From an optimization exercise on the open Yosys and OpenROAD flow, aimed at small area, a short achievable clock period and few clock cycles per item; shortcuts taken in it are not production practice.
Only simulation tests tie the RTL to the original design; equivalence was not proved.
Power is estimated from default activity; no workload was simulated.

Design EQ, start of the top module:
module EQ(
    clk,
    rst_n,
    in_valid,
    in_row,
    in_col,
    out_valid,
    out
);
input clk, rst_n, in_valid;
input [2:0] in_row, in_col;
output logic out_valid;
output logic [2:0] out;
logic       got_a;       
logic       calc;        
logic       ph;          
logic [2:0] k;           
logic [7:0] ra, ca;      
logic [7:0] rb, cb;      
logic [7:0] in_r, in_c;  
logic [5:0] idx;         
logic       h;
logic       hit;         
logic [5:0] idx_next;
logic [2:0] col0;        
logic [2:0] col;         
EQ_match u_match (.ra(ra), .ca(ca), .rb(rb), .cb(cb), .ph(ph), .hit(hit), .idx(idx_next), .col0(col0));
EQ_rom u_rom (.idx(idx), .k(k), .h(h), .col(col));
always_comb begin
    in_r = 8'd0; in_r[in_row] = 1'b1;
    in_c = 8'd0; in_c[in_col] = 1'b1;
end
always_ff @(posedge clk) begin
    if (!got_a && !calc) begin ra <= in_r; ca <= in_c; end
    else if (calc && !ph) ca <= {ca[0], ca[1], ca[2], ca[3], ca[4], ca[5], ca[6], ca[7]};
    if (!calc) begin rb <= in_r; cb <= in_c; end
    else if (!ph) cb <= {cb[0], cb[1], cb[2], cb[3], cb[4], cb[5], cb[6], cb[7]};
    if (calc) begin idx <= idx_next; h <= ph; end
    if (calc) out <= col0;
    else if (out_valid) out <= col;
end
always_ff @(posedge clk or negedge rst_n) begin
    if (!rst_n) begin
        got_a <= 1'b0; calc <= 1'b0; ph <= 1'b0; out_valid <= 1'b0; k <= 3'd0;
    end else begin
        got_a <= in_valid && !got_a;
        if (in_valid && got_a) begin calc <= 1'b1; ph <= 1'b0; end
  ...
Size in the first run: about 1300 cells after synthesis, roughly 49 flip-flops, ~7200 um^2 of cells after synthesis.
clock: 5.5 ns
lec_check: 0
abc_area: 1
cap_margin: 20
core_margin: 2
core_utilization: 50
setup_slack_margin: 3.0
slew_margin: 20
run.sh (not shown) runs the stock make flow with config.mk's settings and CLKGATE_MAP_FILE= SYNTH_SCRIPT=/design/flow/synth_recipe.tcl, a recipe that flattens the netlist after the stock synthesis.
The first run completed with no timing, DRC or antenna violations.
Testbench counts at the start, summed over its fixed seeds: cycles 4,707, puzzles 384.
Rerun with:
--- a/flow/config.mk
+++ b/flow/config.mk
@@ -11,3 +11,3 @@
 export CORE_UTILIZATION = 50
-export SETUP_SLACK_MARGIN = 3.0
+export SETUP_SLACK_MARGIN = 2.0
 export SLEW_MARGIN = 20
What happened: The new run produced a clean layout. Sequential power went up by about a fifth. Die area stays the same. Worst hold slack is worse by 0.040 ns. Total power went down by about a fifth. Routed wire length went down by roughly a tenth. Setup slack is worse by 0.28 ns. Final cell count went down by a little under a tenth. Via count went down by a little under a tenth.
Rerun with:
--- a/flow/config.mk
+++ b/flow/config.mk
@@ -11,3 +11,2 @@
 export CORE_UTILIZATION = 50
-export SETUP_SLACK_MARGIN = 2.0
 export SLEW_MARGIN = 20
Outcome: Power is unchanged. Routed wire length does not change. Die area is unchanged. Area after synthesis is unchanged. Combinational power hardly moves. Setup slack is unchanged. Via count is unchanged. Global-route usage stays the same. Core utilization is unchanged. Cell count does not change. Non-clock buffer count does not change.

* * *

Starting RTL as in the previous note.
==> flow/design.v (excerpt) <==
module EQ(
    clk,
    rst_n,
    in_valid,
    in_row,
    in_col,
    out_valid,
    out
);
export LEC_CHECK = 0
export ABC_AREA = 1
export CAP_MARGIN = 20
export CORE_MARGIN = 2
export CORE_UTILIZATION = 50
export PLACE_DENSITY = 0.8
export SETUP_SLACK_MARGIN = 2.5
export SLEW_MARGIN = 20
create_clock -name core_clock -period 5.5 [get_ports {clk}]
Testbench counts at the start, summed over its fixed seeds: cycles 4,707, puzzles 384.
Next try:
- PLACE_DENSITY: 0.8 -> default
Result:
- setup slack gets worse by 0.048 ns
- power came out higher by 2.2%
- count of clock-buffer cells in the layout does not change
- critical path depth went up by 3
- hold slack hardly moves
- global-route usage rose by 0.97 points
- wire length came out higher by 2.5%
- final area came out higher by 2.7%
- core utilization increases by 1.4 points
- register-to-register slack gets worse by 0.05 ns
Next try:
- PLACE_DENSITY: default -> 0.9
Effect:
- routed wire length falls slightly
- clock-buffer cell count is unchanged
- final area drops by a few percent
- utilization shrinks by 1.4 points
- synthesized cell count does not change
- maximum frequency shrinks by a few percent
- combinational power fell by a few percent
- final cell count falls slightly
- setup slack got worse by 0.062 ns
- first-iteration DRC count goes up by a quarter to a third
- via count is higher slightly

[re-timing with driven ports]
How much do the figures lean on ideal ports? The routed layouts below were timed once more, with nothing changed but the port constraints.
Step 1 (the two cells are an assumption about what drives the block):
set clk [get_ports {clk}]
set_driving_cell -lib_cell sky130_fd_sc_hd__clkbuf_16 $clk
set_driving_cell -lib_cell sky130_fd_sc_hd__buf_2 [delete_from_list [all_inputs] $clk]
Step 2, shift: input delay + t, output delay - t, t = (earliest + latest rising clock arrival at the registers) / 2. This alone moves slack from input paths to output paths.
Three values: ideal, step 1, step 2; two values: the first two.
run	t, ns	setup slack, ns	worst setup path after step 2
the first run of note 1	0.346	2.728 / 2.728 / 2.728	register to register
the second run of note 1	0.339	2.450 / 2.450 / 2.450	register to register
the third run of note 1	0.339	2.450 / 2.450 / 2.450	register to register
the first run of note 2	0.345	2.713 / 2.713 / 2.602	input to register
the second run of note 2	0.343	2.666 / 2.666 / 2.549	input to register
the third run of note 2	0.334	2.604 / 2.604 / 2.517	input to register
After both steps setup and hold are still met in every run listed. For the second run of note 2, which loses most, drivers alone change the setup slack by 0.000 ns; drivers and shift together by -0.117 ns.
